Background: an optimization exercise with open tools, aiming at small area. Do not read the settings as production practice.
Function was checked by simulation only, so behaviour that the tests miss may differ from the original.

Setup of juniper:
// fastinput
module fastinput (
    input rst,
    input clk,
	input [3:0]CheckIO,
	input  receive,
    output write
);
export LEC_CHECK = 0
export CAP_MARGIN = 20
export CORE_MARGIN = 2
export CORE_UTILIZATION = 40
export PLACE_DENSITY = 0.6
export SLEW_MARGIN = 20
create_clock -name core_clock -period 10.0 [get_ports {clk}]
standard.sh (not shown) runs the stock make flow with config.mk's settings and CLKGATE_MAP_FILE= SYNTH_SCRIPT=/design/flow/synth_recipe.tcl, a recipe that flattens the netlist after the stock synthesis.
==> flow/flow/run.sh <==
#!/bin/bash
# The standard layout (standard.sh) with these changes:
#  - synthesis: synth_recipe.tcl unchanged, except that ABC maps the logic
#    with the area-oriented mapping in flow/area.abc (amap) instead of abc_speed.script,
#    adders are left to ABC (no extract_fa, no Kogge-Stone carry map).
#    Registers are created and mapped exactly as in the standard synthesis.
#  - the port buffers that buffer_ports inserts are sky130_fd_sc_hd__buf_1
#    instead of the delay buffer it picks by default;
#  - clock tree synthesis clusters at most 11 flip-flops within 40 um per
#    sky130_fd_sc_hd__clkbuf_4 and adds no dummy loads.
# ORFS writes each step's log under orfs/logs; the make output goes to
# standard.log.
set -euo pipefail
here=$(cd "$(dirname "$0")" && pwd)

cat > synth_area.tcl <<EOS
proc abc {args} {
  set i [lsearch -exact \$args -script]
  if {\$i >= 0 && [string match *abc_speed.script [lindex \$args [expr {\$i + 1}]]]} {
    lset args [expr {\$i + 1}] $here/area.abc
  }
  puts "abc script: [lindex \$args [expr {\$i + 1}]]"
  yosys abc {*}\$args
}
proc extract_fa {args} { puts "extract_fa skipped" }
EOS
cat synth_recipe.tcl >> synth_area.tcl

export SYNTH_OPERATIONS_ARGS="-nordff"
export BUFFER_PORTS_ARGS="-buffer_cell sky130_fd_sc_hd__buf_1"
export CTS_ARGS="-sink_clustering_enable -repair_clock_nets -sink_clustering_size 11 -sink_clustering_max_diameter 40 -buf_list sky130_fd_sc_hd__clkbuf_4 -dont_use_dummy_load"
bash standard.sh SYNTH_SCRIPT=$PWD/synth_area.tcl finish > standard.log 2>&1
==> flow/flow/area.abc <==
strash
dch -f
amap -F 4 -A 10
juniper | stages: all done | timing, DRC, antenna: all pass
Changes in fjord relative to juniper:
diff --git a/flow/design.v b/flow/design.v
--- a/flow/design.v
+++ b/flow/design.v
@@ -116,16 +116,17 @@
 reg uart_state;
 reg [4:0] div_cnt;
 reg [7:0] bps_cnt;
 reg [1:0] acc;
 reg match;
 wire bps_Clk = uart_state && (div_cnt == 5'd3);
 wire nedege = !tmp0_uart_rx & tmp1_uart_rx;
 wire reject = (bps_cnt == 8'd12) && (acc == 2'd3);
+wire last   = bps_cnt[7] && (&bps_cnt[4:0]);    
 assign is_cmd = match;
 always @(posedge Clk or negedge Rst) begin
 	if (!Rst) begin
 		s0_uart_rx <= 1'b0;
 		s1_uart_rx <= 1'b0;
 		tmp0_uart_rx <= 1'b0;
 		tmp1_uart_rx <= 1'b0;
 	end else begin
@@ -137,26 +138,26 @@
 end
 always @(posedge Clk) begin
 	if (uart_state && div_cnt != 5'd19)
 		div_cnt <= {div_cnt[3:0], ~(div_cnt[4] ^ div_cnt[2])};
 	else
 		div_cnt <= 5'd0;
 end
 always @(posedge Clk) begin
-	if (!uart_state || bps_cnt == 8'd159 || reject)
+	if (!uart_state || last || reject)
 		bps_cnt <= 8'd0;
 	else if (bps_Clk)
 		bps_cnt <= bps_cnt + 1'b1;
 end
 always @(posedge Clk or negedge Rst) begin
 	if (!Rst)
 		Rx_Done <= 1'b0;
 	else
-		Rx_Done <= uart_state && (bps_cnt == 8'd159);
+		Rx_Done <= uart_state && last;
 end
 wire in_win = (bps_cnt[3:0] >= 4'd6) && (bps_cnt[3:0] <= 4'd11) && (bps_cnt != 8'd41);
 wire [3:0] grp = bps_cnt[7:4];
 wire exp_bit = (grp == 4'd1) || (grp == 4'd3);
 wire pol = (grp == 4'd0);
 wire dbit = (grp == 4'd2) ? !acc[1] : (acc != 2'd3);
 always @(posedge Clk) begin
 	if (bps_Clk) begin
@@ -193,45 +194,47 @@
 reg uart_state;
 wire div_lo  = uart_state && (div_cnt[8:3] == 6'd0) && div_cnt[1] && div_cnt[0];
 wire bps_clk = div_lo && !div_cnt[2];
 assign slot0 = div_lo && div_cnt[2];
 always @(posedge Clk or negedge Rst) begin
 	if (!Rst)
 		TX_Done <= 1'b0;
 	else
-		TX_Done <= uart_state && (q == 4'd10);
+		TX_Done <= uart_state && q10;
 end
+wire q10 = q[3] && q[1] && !q[0];
+wire q_data = !q[3] || (!q[1] && !q[0]);    
 always @(posedge Clk or negedge Rst) begin
 	if (!Rst)
 		uart_state <= 1'b0;
 	else if (Send_en)
 		uart_state <= 1'b1;
-	else if (q == 4'd10)
+	else if (q10)
 		uart_state <= 1'b0;
 end
 always @(posedge Clk) begin
-	if (!uart_state || q == 4'd10)
+	if (!uart_state || q10)
 		q <= 4'd15;
 	else if (bps_clk)
 		q <= q + 1'b1;
 end
 always @(posedge Clk) begin
 	if (uart_state && div_cnt != 9'd182)
 		div_cnt <= {div_cnt[7:0], ~(div_cnt[8] ^ div_cnt[4])};
 	else
 		div_cnt <= 9'd0;
 end
 always @(posedge Clk or negedge Rst) begin
 	if (!Rst)
 		uart_txd <= 1'b1;
 	else if (slot0) begin
 		if (q == 4'd0)
 			uart_txd <= 1'b0;
-		else if (q <= 4'd8)
+		else if (q_data)
 			uart_txd <= nbit;
 		else
 			uart_txd <= 1'b1;
 	end
 end
 endmodule
 module fastinput (
     input rst,
@@ -254,20 +257,23 @@
 reg frz;
 reg mstate;
 reg nbit;
 reg spend;
 reg scarry;
 reg [3:0] SumLo;
 reg [3:0] SumHi;
 wire accept = RxDone && !WriteEnable && is_cmd;
+wire m16   = m[4] && !m[2];
+wire m31   = m[4] && m[1] && m[0];
+wire fresh = m[4] && !m[1] && m[0];    
 wire [3:0] hbit;
 wire [3:0] slbit;
-wire ph0  = (php == 5'd4);
-wire dph0 = ph0 || (php == 5'd18);
+wire ph0  = !php[4] && !php[3] && !php[1] && !php[0];    
+wire dph0 = ph0 || (php[3:0] == 4'b0010);               
 wire ph31 = (php == 5'd31);
 Write2uart Write2uart(
 	.Clk(clk),
 	.Rst(rst),
 	.Send_en(WriteEnable),
 	.nbit(nbit),
 	.uart_txd(write),
 	.TX_Done(tx_done),
@@ -304,26 +310,25 @@
 		acc_d2 <= acc_d1;
 	end
 end
 always @(posedge clk or negedge rst) begin
 	if (!rst)
 		WriteEnable <= 1'b0;
 	else if (acc_d2)
 		WriteEnable <= 1'b1;
-	else if (m == 5'd16)
+	else if (m16)
 		WriteEnable <= 1'b0;
 end
-wire fresh = (m == 5'd29);
 always @(posedge clk or negedge rst) begin
 	if (!rst)
 		m <= 5'd29;
 	else if (tx_done)
 		m <= (m + 1'b1) | {4'd0, fresh};
-	else if (m == 5'd16)
+	else if (m16)
 		m <= 5'd30;
 end
 wire unfz = (m == 5'd15) && q[3] && !q[2];
 always @(posedge clk or negedge rst) begin
 	if (!rst) begin
 		php <= 5'd4;
 		hclr <= 1'b1;
 		frz <= 1'b0;
@@ -346,19 +351,19 @@
 wire lowp = (j == 2'd0) && !q[2];
 wire hm   = (php[4:2] == {j, q[2]});
 reg cond;
 reg src;
 always @(*) begin
 	if (!m[4]) begin
 		cond = lowm && (lowp || hm);
 		src  = lowp ? slbit[c] : hbit[c];
-	end else if (m == 5'd31) begin
+	end else if (m31) begin
 		cond = 1'b1;
-		src  = (q == 4'd1) || (q == 4'd2);
+		src  = !q[2] && (q[1] ^ q[0]);    
 	end else if (m[0]) begin
 		cond = 1'b1;
 		src  = 1'b0;
 	end else begin
 		cond = lowm;
 		src  = q[2] ? SumHi[0] : SumLo[0];
 	end
 end
Notes after the runs:
fjord: maximum frequency lower than juniper
In the metrics for fjord and juniper, the one carrying the higher summed area of non-filler cells in the final layout is juniper.
fjord: global-route usage lower than juniper
Worst setup slack ended up 0.024 ns lower on fjord than on juniper.
Diff juniper..fjord | vertical extent of the die | negligible

## static timing again, ports no longer ideal
Ports are ideal in the flow. The routed layouts listed here were re-timed in OpenROAD. Step 1: set_driving_cell puts a clkbuf_16 on clk and a buf_2 on each other input, an assumption about the parent block. Step 2 times the ports against the registers' clock, not the clock port: input delays grow and output delays shrink by t, the midpoint of the rising clock arrivals with the driver on. Three values: ideal ports, drivers, drivers and shift; two values: the first two.
run | t (ns) | setup WS [ns] | worst register clock-pin slew, ns
juniper | 0.593 | 6.782 / 6.739 / 6.933 | 0.11 / 0.11
fjord | 0.592 | 6.757 / 6.723 / 7.244 | 0.11 / 0.11
After both steps setup and hold are still met in every run listed.
